This design comes from an exercise in tuning for small area, a short achievable clock period and few clock cycles per item on the open sky130 flow, not from production work. Where RTL was checked, it was by simulation tests only, not by an equivalence proof against the original.

// UT_TOP
module UT_TOP (
    clk,
    rst_n,
    in_valid,
    in_time,
    out_valid,
    out_display,
    out_day
);
Size in the first run: roughly 890 cells after synthesis, ~79 flip-flops, about 5900 um^2 of cells after synthesis.
==> flow/config.mk <==
export PLATFORM = sky130hd
export DESIGN_NAME = UT_TOP
export DESIGN_NICKNAME = UT_TOP
export VERILOG_FILES = /design/flow/design.v
export SDC_FILE = /design/flow/constraint.sdc
export NUM_CORES = 4
export LEC_CHECK = 0
export ABC_AREA = 1
export CAP_MARGIN = 20
export CORE_MARGIN = 2
export CORE_UTILIZATION = 40
export SLEW_MARGIN = 20
==> flow/constraint.sdc <==
create_clock -name core_clock -period 15.0 [get_ports {clk}]
set_input_delay 3.0000 -clock core_clock [delete_from_list [all_inputs] [get_ports {clk}]]
set_output_delay 3.0000 -clock core_clock [all_outputs]
set_load 0.01 [all_outputs]
standard.sh (not shown) runs the stock make flow with config.mk's settings and CLKGATE_MAP_FILE= SYNTH_SCRIPT=/design/flow/synth_recipe.tcl, a recipe that flattens the netlist after the stock synthesis.
==> flow/flow/run.sh <==
#!/bin/bash
# The standard layout, with timing repair aiming at 11.1 ns of setup slack
# instead of 0, and the port buffers made with buf_1 cells; the clock and the
# constraints stay the design's.
set -o pipefail
bash standard.sh SETUP_SLACK_MARGIN=11.1 "BUFFER_PORTS_ARGS=-buffer_cell sky130_fd_sc_hd__buf_1" finish > standard.log 2>&1
==> next run, changes <==
--- a/flow/design.v
+++ b/flow/design.v
@@ -16,12 +16,13 @@
 reg [21:0] L;      
 reg [10:0] R2;     
 reg [7:0]  B;      
 reg [3:0]  C2;     
 reg [2:0]  W;      
 reg        y20;    
+reg        jf;     
 reg        busy;
 reg [4:0]  k;      
 function ge11;       
     input [10:0] t;
     input [10:0] K;
     reg   [15:0] g, e;
@@ -94,12 +95,21 @@
         bq_hi[0] = (c[0]);
         bq_hi[1] = (~t[3] & ~t[2] & ~t[1] & c[1]) | (~t[2] & t[1] & t[0] & ~c[1]) | (t[2] & ~t[1] & ~t[0] & ~c[1]) | (t[2] & t[1] & ~t[0] & c[1]) | (t[3] & ~c[1]) | (t[2] & ~t[1] & t[0] & c[1]);
         bq_hi[2] = (t[2] & ~t[0] & ~c[1]) | (t[2] & t[1] & ~t[0]) | (t[3] & ~t[0] & c[1]) | (~t[2] & ~t[1] & t[0] & ~c[1]) | (~t[3] & ~t[2] & t[0] & c[1]);
         bq_hi[3] = (~t[2] & t[1] & ~t[0] & ~c[1]) | (t[2] & ~t[1] & ~t[0] & c[1]) | (t[2] & t[1] & t[0] & ~c[1]) | (t[3] & t[0] & c[1]);
     end
 endfunction
+function [2:0] w4;
+    input [2:0] w;      
+    input       a, b;
+    begin
+        w4[0] = (~w[2] & ~w[1] & ~w[0] & b) | (~w[1] & w[0] & a & ~b) | (~w[2] & w[1] & ~w[0] & ~b) | (w[1] & w[0] & b) | (~w[1] & ~w[0] & ~a & b) | (w[2] & w[0] & ~b) | (w[2] & w[1] & a & b) | (w[2] & w[1] & ~a & ~b);
+        w4[1] = (~w[2] & ~w[1] & ~w[0] & ~a) | (~w[2] & ~w[1] & ~a & ~b) | (~w[2] & w[0] & a & b) | (~w[2] & ~w[0] & ~a & ~b) | (~w[2] & w[1] & a & b) | (w[1] & w[0] & a) | (w[2] & ~w[1] & a & ~b) | (w[2] & w[0] & ~a & b) | (w[2] & w[1] & ~a & b);
+        w4[2] = (~w[2] & ~w[0] & a) | (~w[2] & ~w[1] & w[0] & ~a & ~b) | (w[2] & ~w[0] & ~a) | (w[2] & w[0] & a & b) | (w[1] & ~w[0] & ~a & b) | (~w[1] & ~w[0] & a & ~b);
+    end
+endfunction
 function [2:0] w1;
     input [2:0] w;      
     input       a;
     begin
         w1[0] = (~w[2] & ~w[1] & ~a) | (~w[2] & w[1] & a) | (w[2] & ~w[1] & ~w[0] & a) | (w[2] & w[1] & ~a);
         w1[1] = (~w[2] & ~w[1] & ~w[0] & ~a) | (~w[2] & w[0] & a) | (w[1] & w[0]) | (w[2] & w[0] & ~a) | (w[2] & w[1] & a);
@@ -199,14 +209,13 @@
 wire        b1  = pm0 ? q0 : k9;
 wire [10:0] r2i = k10 ? {R2[10:2], 2'b01} : R2;
 wire [11:0] u0  = step2({r2i, b0}, mon);
 wire [11:0] u1  = step2({u0[10:0], b1}, mon);
 wire [5:0] blo = bq_lo(B[3:0], u0[11], u1[11]);
 wire [7:0] bb3 = {bq_hi(B[7:4], blo[5:4]), blo[3:0]};
-wire [2:0] wa = w1(W, q0);
-wire [2:0] w2 = k8 ? wa : w1(wa, q1);
+wire [2:0] w2 = k8 ? w1(W, q0) : w4(W, q0, q1);
 always @(posedge clk) begin
     if (!busy) begin
         R  <= {1'b0, in_time[30:22]};
         L  <= in_time[21:0];
         R2 <= 11'd1304;
         B  <= 8'h09;
@@ -220,29 +229,35 @@
             L[10:0] <= {L[8:0], q0, q1};          
         end
         B[7:4] <= bb3[7:4];                       
         if (pm0 || k9 || mon) begin
             R2[10:6] <= u1[10:6];                 
             if (!mon) B[3:0] <= bb3[3:0];
-            else if (k10) B[3:0] <= yo;          
         end
         if (pm0) W <= w2;
         if (mon) C2 <= {C2[1:0], u0[11], u1[11]};
         if (k1) y20 <= ge24({R[8:0], L[21:7]}, 24'd7395975);
+        jf <= ge11(R2, 11'd1224);                 
     end
 end
 always @(posedge clk or negedge rst_n) begin
-    if (!rst_n)                 busy <= 1'b0;
-    else if (in_valid)          busy <= 1'b1;
-    else if (busy && k == 5'd21) busy <= 1'b0;
+    if (!rst_n) begin
+        busy <= 1'b0;
+        k    <= 5'd0;
+    end else if (in_valid) begin
+        busy <= 1'b1;
+        k    <= 5'd1;
+    end else if (busy) begin
+        k    <= k + 5'd1;
+        if (k == 5'd21) busy <= 1'b0;
+    end
 end
-always @(posedge clk) k <= kn;
-wire       jf  = ge11(R2, 11'd1224);
-wire       yc  = jf && (B[3:0] == 4'd9);
+wire       jfc = k10 ? ge11(R2, 11'd1224) : jf;
+wire       yc  = jfc && (B[3:0] == 4'd9);
 wire [3:0] yt  = yc ? inc10(B[7:4]) : B[7:4];
-wire [3:0] yo  = jf ? inc10(B[3:0]) : B[3:0];
+wire [3:0] yo  = jfc ? inc10(B[3:0]) : B[3:0];
 function [4:0] mbcd;
     input [3:0] m;      
     begin
         mbcd[0] = (~m[0]);
         mbcd[1] = (~m[3] & ~m[1] & ~m[0]) | (~m[2] & m[1] & m[0]) | (m[3] & m[0]);
         mbcd[2] = (~m[3] & ~m[2] & m[0]) | (~m[3] & ~m[2] & m[1]) | (m[2] & ~m[1] & ~m[0]);
@@ -271,13 +286,13 @@
 reg [3:0] digit;
 always @(*) begin
     case (k)
         5'd8:    digit = y20 ? 4'd2 : 4'd1;
         5'd9:    digit = y20 ? 4'd0 : 4'd9;
         5'd10:   digit = yt;
-        5'd11:   digit = B[3:0];
+        5'd11:   digit = yo;
         5'd12:   digit = {3'b000, mt};
         5'd13:   digit = mo;
         default: digit = k[0] ? fo : {1'b0, ft};
     endcase
 end
 wire [2:0] wday   = k8 ? w2 : W;
Effect: Worst setup slack is better by 0.016 ns; wire length went down slightly; flip-flop and latch count went up by 1; synthesized area went up by a few percent; sequential share of layout area went up by 0.22 points; fmax went up slightly; clock-buffer cell count stays the same; die area went up by a few percent; final cell count is about the same; cell area went up slightly; core utilization went up by 0.27 points.
Function was not checked in any run of this note: the RTL went through the layout flow alone.

* * *

Another version of the RTL of UT_TOP (not shown whole).
For scale: about 42 I/O pins.
==> flow/config.mk <==
export PLATFORM = sky130hd
export DESIGN_NAME = UT_TOP
export DESIGN_NICKNAME = UT_TOP
export VERILOG_FILES = /design/flow/design.v
export SDC_FILE = /design/flow/constraint.sdc
export NUM_CORES = 4
export LEC_CHECK = 0
export ABC_AREA = 1
export CAP_MARGIN = 20
export CORE_MARGIN = 2
export CORE_UTILIZATION = 40
export CTS_BUF_LIST = sky130_fd_sc_hd__clkbuf_8
export SLEW_MARGIN = 20
==> flow/constraint.sdc <==
create_clock -name core_clock -period 15.0 [get_ports {clk}]
set_input_delay 3.0000 -clock core_clock [delete_from_list [all_inputs] [get_ports {clk}]]
set_output_delay 3.0000 -clock core_clock [all_outputs]
set_load 0.01 [all_outputs]
Scripts as last shown in full above: flow/flow/run.sh
Testbench counts at the start, summed over its fixed seeds: cycles 55,200, items 2,400.
Rerun with:
--- a/flow/design.v
+++ b/flow/design.v
@@ -92,18 +92,27 @@
     input [3:0] t;      
     input [1:0] c;
     begin
         bq_hi[0] = (c[0]);
         bq_hi[1] = (~t[3] & ~t[2] & ~t[1] & c[1]) | (~t[2] & t[1] & t[0] & ~c[1]) | (t[2] & ~t[1] & ~t[0] & ~c[1]) | (t[2] & t[1] & ~t[0] & c[1]) | (t[3] & ~c[1]) | (t[2] & ~t[1] & t[0] & c[1]);
         bq_hi[2] = (t[2] & ~t[0] & ~c[1]) | (t[2] & t[1] & ~t[0]) | (t[3] & ~t[0] & c[1]) | (~t[2] & ~t[1] & t[0] & ~c[1]) | (~t[3] & ~t[2] & t[0] & c[1]);
         bq_hi[3] = (~t[2] & t[1] & ~t[0] & ~c[1]) | (t[2] & ~t[1] & ~t[0] & c[1]) | (t[2] & t[1] & t[0] & ~c[1]) | (t[3] & t[0] & c[1]);
     end
 endfunction
+function [2:0] w4;
+    input [2:0] w;      
+    input       a, b;
+    begin
+        w4[0] = (~w[2] & ~w[1] & ~w[0] & b) | (~w[1] & w[0] & a & ~b) | (~w[2] & w[1] & ~w[0] & ~b) | (w[1] & w[0] & b) | (~w[1] & ~w[0] & ~a & b) | (w[2] & w[0] & ~b) | (w[2] & w[1] & a & b) | (w[2] & w[1] & ~a & ~b);
+        w4[1] = (~w[2] & ~w[1] & ~w[0] & ~a) | (~w[2] & ~w[1] & ~a & ~b) | (~w[2] & w[0] & a & b) | (~w[2] & ~w[0] & ~a & ~b) | (~w[2] & w[1] & a & b) | (w[1] & w[0] & a) | (w[2] & ~w[1] & a & ~b) | (w[2] & w[0] & ~a & b) | (w[2] & w[1] & ~a & b);
+        w4[2] = (~w[2] & ~w[0] & a) | (~w[2] & ~w[1] & w[0] & ~a & ~b) | (w[2] & ~w[0] & ~a) | (w[2] & w[0] & a & b) | (w[1] & ~w[0] & ~a & b) | (~w[1] & ~w[0] & a & ~b);
+    end
+endfunction
 function [2:0] w1;
     input [2:0] w;      
     input       a;
     begin
         w1[0] = (~w[2] & ~w[1] & ~a) | (~w[2] & w[1] & a) | (w[2] & ~w[1] & ~w[0] & a) | (w[2] & w[1] & ~a);
         w1[1] = (~w[2] & ~w[1] & ~w[0] & ~a) | (~w[2] & w[0] & a) | (w[1] & w[0]) | (w[2] & w[0] & ~a) | (w[2] & w[1] & a);
         w1[2] = (~w[2] & ~w[1] & a) | (w[2] & ~w[1] & ~w[0]) | (~w[1] & w[0] & ~a);
     end
 endfunction
@@ -197,20 +206,19 @@
     end
 endfunction
 wire        b0  = k1 ? 1'b0 : (pm0 && !k9) ? L[0] : (k9 || k10);
 wire        b1  = pm0 ? q0 : k9;
 wire [10:0] r2i = k10 ? {R2[10:2], 2'b01} : R2;
 wire [11:0] u0  = step2({r2i, b0}, mon);
 wire [11:0] u1  = step2({u0[10:0], b1}, mon);
 wire [5:0] blo = bq_lo(B[3:0], u0[11], u1[11]);
 wire [7:0] bb3 = {bq_hi(B[7:4], blo[5:4]), blo[3:0]};
-wire [2:0] wa = w1(W, q0);
-wire [2:0] w2 = k8 ? wa : w1(wa, q1);
+wire [2:0] w2 = k8 ? w1(W, q0) : w4(W, q0, q1);
 always @(posedge clk) begin
     if (!busy) begin
         R  <= {1'b0, in_time[30:22]};
         L  <= in_time[21:0];
         R2 <= 11'd1304;
         B  <= 8'h09;
         W  <= 3'd4;
     end else begin
         R[3:0]   <= s1[3:0];
Effect: Final area barely changes; sequential cell count stays the same; fmax goes down by about 0.33%; die area goes up by about 0.8%; sequential share of layout area is about the same; wire length goes up by 4.8%; count of clock-buffer cells in the layout goes down by 1.
Testbench counts after the change, summed over its fixed seeds: cycles 55,200, items 2,400.

* * *

RTL: one of the versions met above, not the one the previous note started from.
Size: roughly 42 I/O pins.
export LEC_CHECK = 0
export ABC_AREA = 1
export CAP_MARGIN = 20
export CORE_MARGIN = 2
export CORE_UTILIZATION = 40
export SLEW_MARGIN = 20
create_clock -name core_clock -period 15.0 [get_ports {clk}]
==> flow/flow/run.sh <==
#!/bin/bash
# The standard layout, with timing repair aiming at 11.0 ns of setup slack
# instead of 0, and the port buffers made with buf_1 cells; the clock and the
# constraints stay the design's.
set -o pipefail
bash standard.sh SETUP_SLACK_MARGIN=11.0 "BUFFER_PORTS_ARGS=-buffer_cell sky130_fd_sc_hd__buf_1" finish > standard.log 2>&1
==> next run, changes <==
--- a/flow/design.v
+++ b/flow/design.v
@@ -214,36 +214,32 @@
 wire [7:0] bb3 = {bq_hi(B[7:4], blo[5:4]), blo[3:0]};
 wire [2:0] w2 = k8 ? w1(W, q0) : w4(W, q0, q1);
 always @(posedge clk) begin
     if (!busy) begin
         R  <= {1'b0, in_time[30:22]};
         L  <= in_time[21:0];
         R2 <= 11'd1304;
         B  <= 8'h09;
         W  <= 3'd4;
     end else begin
-        R[3:0]   <= s1[3:0];
-        L[21:11] <= L[19:9];
-        R2[5:0]  <= u1[5:0];
         if (pm0 || h0 || n) begin
-            R[9:4]  <= s1[9:4];                   
-            L[10:0] <= {L[8:0], q0, q1};          
+            R <= s1[9:0];
+            L <= {L[19:0], q0, q1};
         end
-        B[7:4] <= bb3[7:4];                       
         if (pm0 || k9 || mon) begin
-            R2[10:6] <= u1[10:6];                 
-            if (!mon) B[3:0] <= bb3[3:0];
+            R2 <= u1[10:0];
+            if (!mon) B <= bb3;
         end
         if (pm0) W <= w2;
         if (mon) C2 <= {C2[1:0], u0[11], u1[11]};
         if (k1) y20 <= ge24({R[8:0], L[21:7]}, 24'd7395975);
-        jf <= ge11(R2, 11'd1224);                 
+        if (k10) jf <= ge11(R2, 11'd1224);
     end
 end
 always @(posedge clk or negedge rst_n) begin
     if (!rst_n) begin
         busy <= 1'b0;
         k    <= 5'd0;
     end else if (in_valid) begin
         busy <= 1'b1;
         k    <= 5'd1;
     end else if (busy) begin
Outcome:
- sequential cell count is unchanged
- count of clock-buffer cells in the layout went down by 3
- final cell count went up by 4.7%
- global-route usage went up by 0.58 points
- hold slack gets better by 0.057 ns
No run of this note included a check of the RTL's function; only the layout flow was run.

* * *

The RTL this note starts from:
==> flow/design.v <==
module UT_TOP (
    clk,
    rst_n,
    in_valid,
    in_time,
    out_valid,
    out_display,
    out_day
);
input        clk, rst_n, in_valid;
input [30:0] in_time;
output reg       out_valid;
output reg [3:0] out_display;
output reg [2:0] out_day;
reg [9:0]  R;      
reg [22:0] L;      
reg [10:0] R2;     
reg [7:0]  B;      
reg [3:0]  C2;     
reg [2:0]  W;      
reg        y20;    
reg        jf;     
reg        busy;
reg [4:0]  k;      
function ge11;       
    input [10:0] t;
    input [10:0] K;
    reg   [15:0] g, e;
    integer i, w;
    begin
        for (i = 0; i < 16; i = i + 1) begin
            g[i] = (i < 11) ? (t[i] & ~K[i]) : 1'b0;
            e[i] = (i < 11) ? ~(t[i] ^ K[i]) : 1'b1;
        end
        for (w = 1; w < 16; w = w * 2)
            for (i = 0; i < 16; i = i + 2 * w) begin
                g[i] = g[i + w] | (e[i + w] & g[i]);
                e[i] = e[i + w] & e[i];
            end
        ge11 = g[0] | e[0];
    end
endfunction
function ge24;       
    input [23:0] t;
    input [23:0] K;
    reg   [31:0] g, e;
    integer i, w;
    begin
        for (i = 0; i < 32; i = i + 1) begin
            g[i] = (i < 24) ? (t[i] & ~K[i]) : 1'b0;
            e[i] = (i < 24) ? ~(t[i] ^ K[i]) : 1'b1;
        end
        for (w = 1; w < 32; w = w * 2)
            for (i = 0; i < 32; i = i + 2 * w) begin
                g[i] = g[i + w] | (e[i + w] & g[i]);
                e[i] = e[i + w] & e[i];
            end
        ge24 = g[0] | e[0];
    end
endfunction
function [3:0] dd;   
    input [3:0] d;
    integer i;
    reg [3:0] v;
    begin
        dd = 4'd0;
        for (i = 0; i < 16; i = i + 1) begin
            v = (i >= 5) ? i + 3 : i;
            if (d == i) dd = v;
        end
    end
endfunction
function [2:0] w4;       
    input [2:0] w;
    input       a, b;
    integer i, j;
    reg [2:0] v;
    begin
        w4 = 3'd0;
        for (i = 0; i < 7; i = i + 1)
            for (j = 0; j < 4; j = j + 1) begin
                v = (4 * i + j + 9) % 7;
                if (w == i && {a, b} == j) w4 = v;
            end
    end
endfunction
reg  f1, f8, f9, f10, pm, h0, n0, h1, n1, mon;
wire k8  = f8;
wire k9  = f9;
wire k10 = f10;
wire k1  = f1;
wire [4:0] kn = busy ? k + 5'd1 : 5'd1;       
always @(posedge clk) begin
    f1  <= (kn == 5'd1);
    f8  <= (kn == 5'd8);
    f9  <= (kn == 5'd9);
    f10 <= (kn == 5'd10);
    pm  <= (kn <= 5'd8);
    h0  <= (kn == 5'd9) || (kn == 5'd10) || (kn == 5'd11);    
    n0  <= (kn == 5'd12) || (kn == 5'd13) || (kn == 5'd14);   
    h1  <= (kn == 5'd9) || (kn == 5'd10);                     
    n1  <= (kn >= 5'd11) && (kn <= 5'd14);                    
    mon <= (kn == 5'd10) || (kn == 5'd11);                    
end
function [10:0] step;    
    input [10:0] t;
    input        m, h, n;
    reg          q6, q9, q96;
    reg   [10:0] d6, d9, d96;
    begin
        q6  = ge11(t, 11'd675);
        q9  = ge11(t, 11'd900);
        q96 = ge11(t, 11'd960);
        d6  = t - 11'd675;
        d9  = t - 11'd900;
        d96 = t - 11'd960;
        if (m && q6)       step = {1'b1, d6[9:0]};
        else if (h && q9)  step = {1'b1, d9[9:0]};
        else if (n && q96) step = {1'b1, d96[9:0]};
        else               step = {1'b0, t[9:0]};
    end
endfunction
wire [10:0] s0 = step({R, L[22]}, pm, h0, n0);
wire [10:0] s1 = step({s0[9:0], L[21]}, pm, h1, n1);
wire        q0 = s0[10];
wire        q1 = s1[10];
function [11:0] step2;   
    input [11:0] t;
    input        mo;
    reg          qa, qb;
    reg   [11:0] da, db;
    begin
        qa = ge11(t[11:1], 11'd730) & (t[0] | ~(t[11:1] == 11'd730));    
        qb = ge11(t[11:1], 11'd979);                                      
        da = t - 12'd1461;
        db = t - 12'd1958;
        if (!mo && qa)     step2 = {1'b1, da[10:0]};
        else if (mo && qb) step2 = {1'b1, db[10:0]};
        else               step2 = {1'b0, t[10:0]};
    end
endfunction
wire [10:0] r2i = k10 ? {R2[10:2], 2'b01} : R2;
wire        b0  = pm ? q0 : (k9 || k10);
wire        b1  = pm ? q1 : k9;
wire [11:0] u0  = step2({r2i, b0}, mon);
wire [11:0] u1a = step2({u0[10:0], 1'b1}, mon);
wire [11:0] u1b = step2({u0[10:0], 1'b0}, mon);
wire [11:0] u1  = b1 ? u1a : u1b;
wire [7:0] bb0 = {dd(B[7:4]), dd(B[3:0])};
wire [7:0] bb1 = {bb0[6:0], u0[11]};
wire [7:0] bb2 = {dd(bb1[7:4]), dd(bb1[3:0])};
wire [7:0] bb3 = {bb2[6:0], u1[11]};
wire [2:0] w2 = w4(W, q0, q1);
always @(posedge clk) begin
    if (!busy) begin
        R  <= {2'b00, in_time[30:23]};
        L  <= in_time[22:0];
        R2 <= 11'd1304;
        B  <= 8'h09;
        W  <= 3'd4;
    end else begin
        if (pm || h0 || n0) begin
            R <= s1[9:0];
            L <= {L[20:0], q0, q1};
        end
        if (pm || k9 || mon) R2 <= u1[10:0];
        if (pm || k9) B <= bb3;
        if (pm) W <= w2;
        if (mon) C2 <= {C2[1:0], u0[11], u1[11]};
        if (k1) y20 <= ge24({R[7:0], L[22:7]}, 24'd7395975);
        if (k10) jf <= ge11(R2, 11'd1224);
    end
end
always @(posedge clk or negedge rst_n) begin
    if (!rst_n) begin
        busy <= 1'b0;
        k    <= 5'd0;
    end else if (in_valid) begin
        busy <= 1'b1;
        k    <= 5'd1;
    end else if (busy) begin
        k    <= k + 5'd1;
        if (k == 5'd21) busy <= 1'b0;
    end
end
wire       jfc = k10 ? ge11(R2, 11'd1224) : jf;
wire       yc  = jfc && (B[3:0] == 4'd9);
wire [3:0] yt  = yc ? inc10(B[7:4]) : B[7:4];
wire [3:0] yo  = jfc ? inc10(B[3:0]) : B[3:0];
function [3:0] inc10;    
    input [3:0] d;
    begin
        inc10 = (d == 4'd9) ? 4'd0 : {d[3] | (d[2] & d[1] & d[0]),
                                     d[2] ^ (d[1] & d[0]),
                                     d[1] ^ d[0],
                                     ~d[0]};
    end
endfunction
wire       mt = (C2 == 4'd7) || (C2 == 4'd8) || (C2 == 4'd9);
wire [3:0] mo = (C2 == 4'd7) ? 4'd0 : (C2 == 4'd8) || (C2 == 4'd10) ? 4'd1 :
                (C2 == 4'd9) || (C2 == 4'd11) ? 4'd2 : C2 + 4'd3;
reg [5:0] fld;
always @(*) begin
    if (k[4:1] == 4'd7)      fld = {1'b0, R2[10:6]};    
    else if (k[4:1] == 4'd8) fld = {1'b0, L[11:7]};     
    else if (k[4:1] == 4'd9) fld = L[6:1];              
    else                     fld = {1'b0, R[9:5]};      
end
wire [3:0] dA   = dd({1'b0, fld[5:3]});
wire [3:0] dB   = dd({dA[2:0], fld[2]});
wire [3:0] dC   = dd({dB[2:0], fld[1]});
wire [6:0] fb   = {dA[3], dB[3], dC[3], dC[2:0], fld[0]};
wire       dinc = (k[4:1] == 4'd7);                      
wire       s30  = (k[4:1] == 4'd10) && L[0];             
wire       o9   = (fb[3:0] == 4'd9);
wire [3:0] fo   = dinc ? inc10(fb[3:0]) : fb[3:0];
wire       tp1  = dinc && o9;                           
reg  [2:0] ft;
always @(*) begin
    if (tp1)                ft = (fb[5:4] == 2'd0) ? 3'd1 : (fb[5:4] == 2'd1) ? 3'd2 : 3'd3;
    else if (s30)           ft = (fb[5:4] == 2'd0) ? 3'd3 : (fb[5:4] == 2'd1) ? 3'd4 : 3'd5;
    else                    ft = fb[6:4];
end
reg [3:0] digit;
always @(*) begin
    case (k)
        5'd8:    digit = y20 ? 4'd2 : 4'd1;
        5'd9:    digit = y20 ? 4'd0 : 4'd9;
        5'd10:   digit = yt;
        5'd11:   digit = yo;
        5'd12:   digit = {3'b000, mt};
        5'd13:   digit = mo;
        default: digit = k[0] ? fo : {1'b0, ft};
    endcase
end
wire [2:0] wday   = k8 ? w2 : W;
wire       outing = busy && (k >= 5'd8);
always @(posedge clk or negedge rst_n) begin
    if (!rst_n) begin
        out_valid   <= 1'b0;
        out_display <= 4'd0;
        out_day     <= 3'd0;
    end else if (outing) begin
        out_valid   <= 1'b1;
        out_display <= digit;
        out_day     <= wday;
    end else begin
        out_valid   <= 1'b0;
        out_display <= 4'd0;
        out_day     <= 3'd0;
    end
end
endmodule
==> flow/config.mk <==
export PLATFORM = sky130hd
export DESIGN_NAME = UT_TOP
export DESIGN_NICKNAME = UT_TOP
export VERILOG_FILES = /design/flow/design.v
export SDC_FILE = /design/flow/constraint.sdc
export NUM_CORES = 4
export LEC_CHECK = 0
export ABC_AREA = 1
export CAP_MARGIN = 20
export CORE_MARGIN = 2
export CORE_UTILIZATION = 40
export SLEW_MARGIN = 20
==> flow/constraint.sdc <==
create_clock -name core_clock -period 15.0 [get_ports {clk}]
set_input_delay 3.0000 -clock core_clock [delete_from_list [all_inputs] [get_ports {clk}]]
set_output_delay 3.0000 -clock core_clock [all_outputs]
set_load 0.01 [all_outputs]
==> flow/flow/run.sh <==
#!/bin/bash
# The standard layout, with timing repair aiming at 11.2 ns of setup slack
# instead of 0; the clock and the constraints stay the design's.
set -o pipefail
bash standard.sh SETUP_SLACK_MARGIN=11.2 finish > standard.log 2>&1
The starting point finished clean.
Testbench counts at the start, summed over its fixed seeds: cycles 55,200, items 2,400.
Edit:
--- a/flow/design.v
+++ b/flow/design.v
@@ -70,18 +70,29 @@
         end
     end
 endfunction
-function [2:0] w4;       
+function [2:0] m7;       
     input [2:0] w;
-    input       a, b;
-    integer i, j;
+    input       b;
+    integer i;
     reg [2:0] v;
     begin
-        w4 = 3'd0;
-        for (i = 0; i < 7; i = i + 1)
-            for (j = 0; j < 4; j = j + 1) begin
-                v = (4 * i + j + 9) % 7;
-                if (w == i && {a, b} == j) w4 = v;
-            end
+        m7 = 3'd0;
+        for (i = 0; i < 7; i = i + 1) begin
+            v = (2 * i + b) % 7;
+            if (w == i) m7 = v;
+        end
+    end
+endfunction
+function [2:0] wmap;     
+    input [2:0] w;
+    integer i;
+    reg [2:0] v;
+    begin
+        wmap = 3'd0;
+        for (i = 0; i < 7; i = i + 1) begin
+            v = (i + 4) % 7;
+            if (w == i) wmap = v;
+        end
     end
 endfunction
 reg  f1, f8, f9, f10, pm, h0, n0, h1, n1, mon;
@@ -150,14 +161,15 @@
 wire [7:0] bb1 = {bb0[6:0], u0[11]};
 wire [7:0] bb2 = {dd(bb1[7:4]), dd(bb1[3:0])};
 wire [7:0] bb3 = {bb2[6:0], u1[11]};
-wire [2:0] w2 = w4(W, q0, q1);
+wire [2:0] wa = q0 ? m7(W, 1'b1) : m7(W, 1'b0);
+wire [2:0] w2 = q1 ? m7(wa, 1'b1) : m7(wa, 1'b0);
 always @(posedge clk) begin
     if (!busy) begin
         R  <= {2'b00, in_time[30:23]};
         L  <= in_time[22:0];
         R2 <= 11'd1304;
         B  <= 8'h09;
-        W  <= 3'd4;
+        W  <= 3'd0;
     end else begin
         if (pm || h0 || n0) begin
             R <= s1[9:0];
@@ -233,7 +245,7 @@
         default: digit = k[0] ? fo : {1'b0, ft};
     endcase
 end
-wire [2:0] wday   = k8 ? w2 : W;
+wire [2:0] wday   = k8 ? wmap(w2) : wmap(W);
 wire       outing = busy && (k >= 5'd8);
 always @(posedge clk or negedge rst_n) begin
     if (!rst_n) begin
The changed run produced a clean layout.
Die area falls slightly.
Fmax is about the same.
Register-to-register slack gets worse by 70 ps.
Clock skew stays flat.
Worst setup slack gets better by 11 ps.
Wire length falls slightly.
Synthesized area falls slightly.
Non-clock buffer count rises by 9.
The RTL of the second run of this note was laid out without a check of its function.

afterwards: timing with drivers on the ports:
In the flow no input, the clock included, has a driving cell. The finished layouts below were timed again as built, in two steps. Step 1, drivers: a clkbuf_16 drives clk and a buf_2 each remaining input, both assumed. Step 2, shift: input delay + t, output delay - t, t = (earliest + latest rising clock arrival at the registers) / 2. This alone moves slack from input paths to output paths. a / b / c = ideal ports / drivers / drivers and shift; a / b = the first two.
run	t, ns	slack for setup (ns)	hold slack, ns
the first run of note 1	0.388	11.154 / 11.110 / 11.252	0.455 / 0.455 / 0.455
the second run of note 1	0.391	11.170 / 11.126 / 11.285	0.454 / 0.454 / 0.454
the first run of note 2	0.405	11.152 / 11.118 / 11.252	0.453 / 0.453 / 0.453
the second run of note 2	0.405	11.139 / 11.102 / 11.319	0.456 / 0.456 / 0.456
the first run of note 3	0.389	11.130 / 11.130 / 11.130	0.447 / 0.447 / 0.447
the second run of note 3	0.392	11.160 / 11.117 / 11.160	0.504 / 0.504 / 0.504
the first run of note 4	0.400	11.133 / 11.088 / 11.115	0.528 / 0.528 / 0.528
the second run of note 4	0.401	11.144 / 11.099 / 11.050	0.523 / 0.523 / 0.523
After both steps every run listed still meets setup and hold. The setup slack of the second run of note 4, which loses most, moves by -0.045 ns with the drivers and by -0.094 ns with both steps.
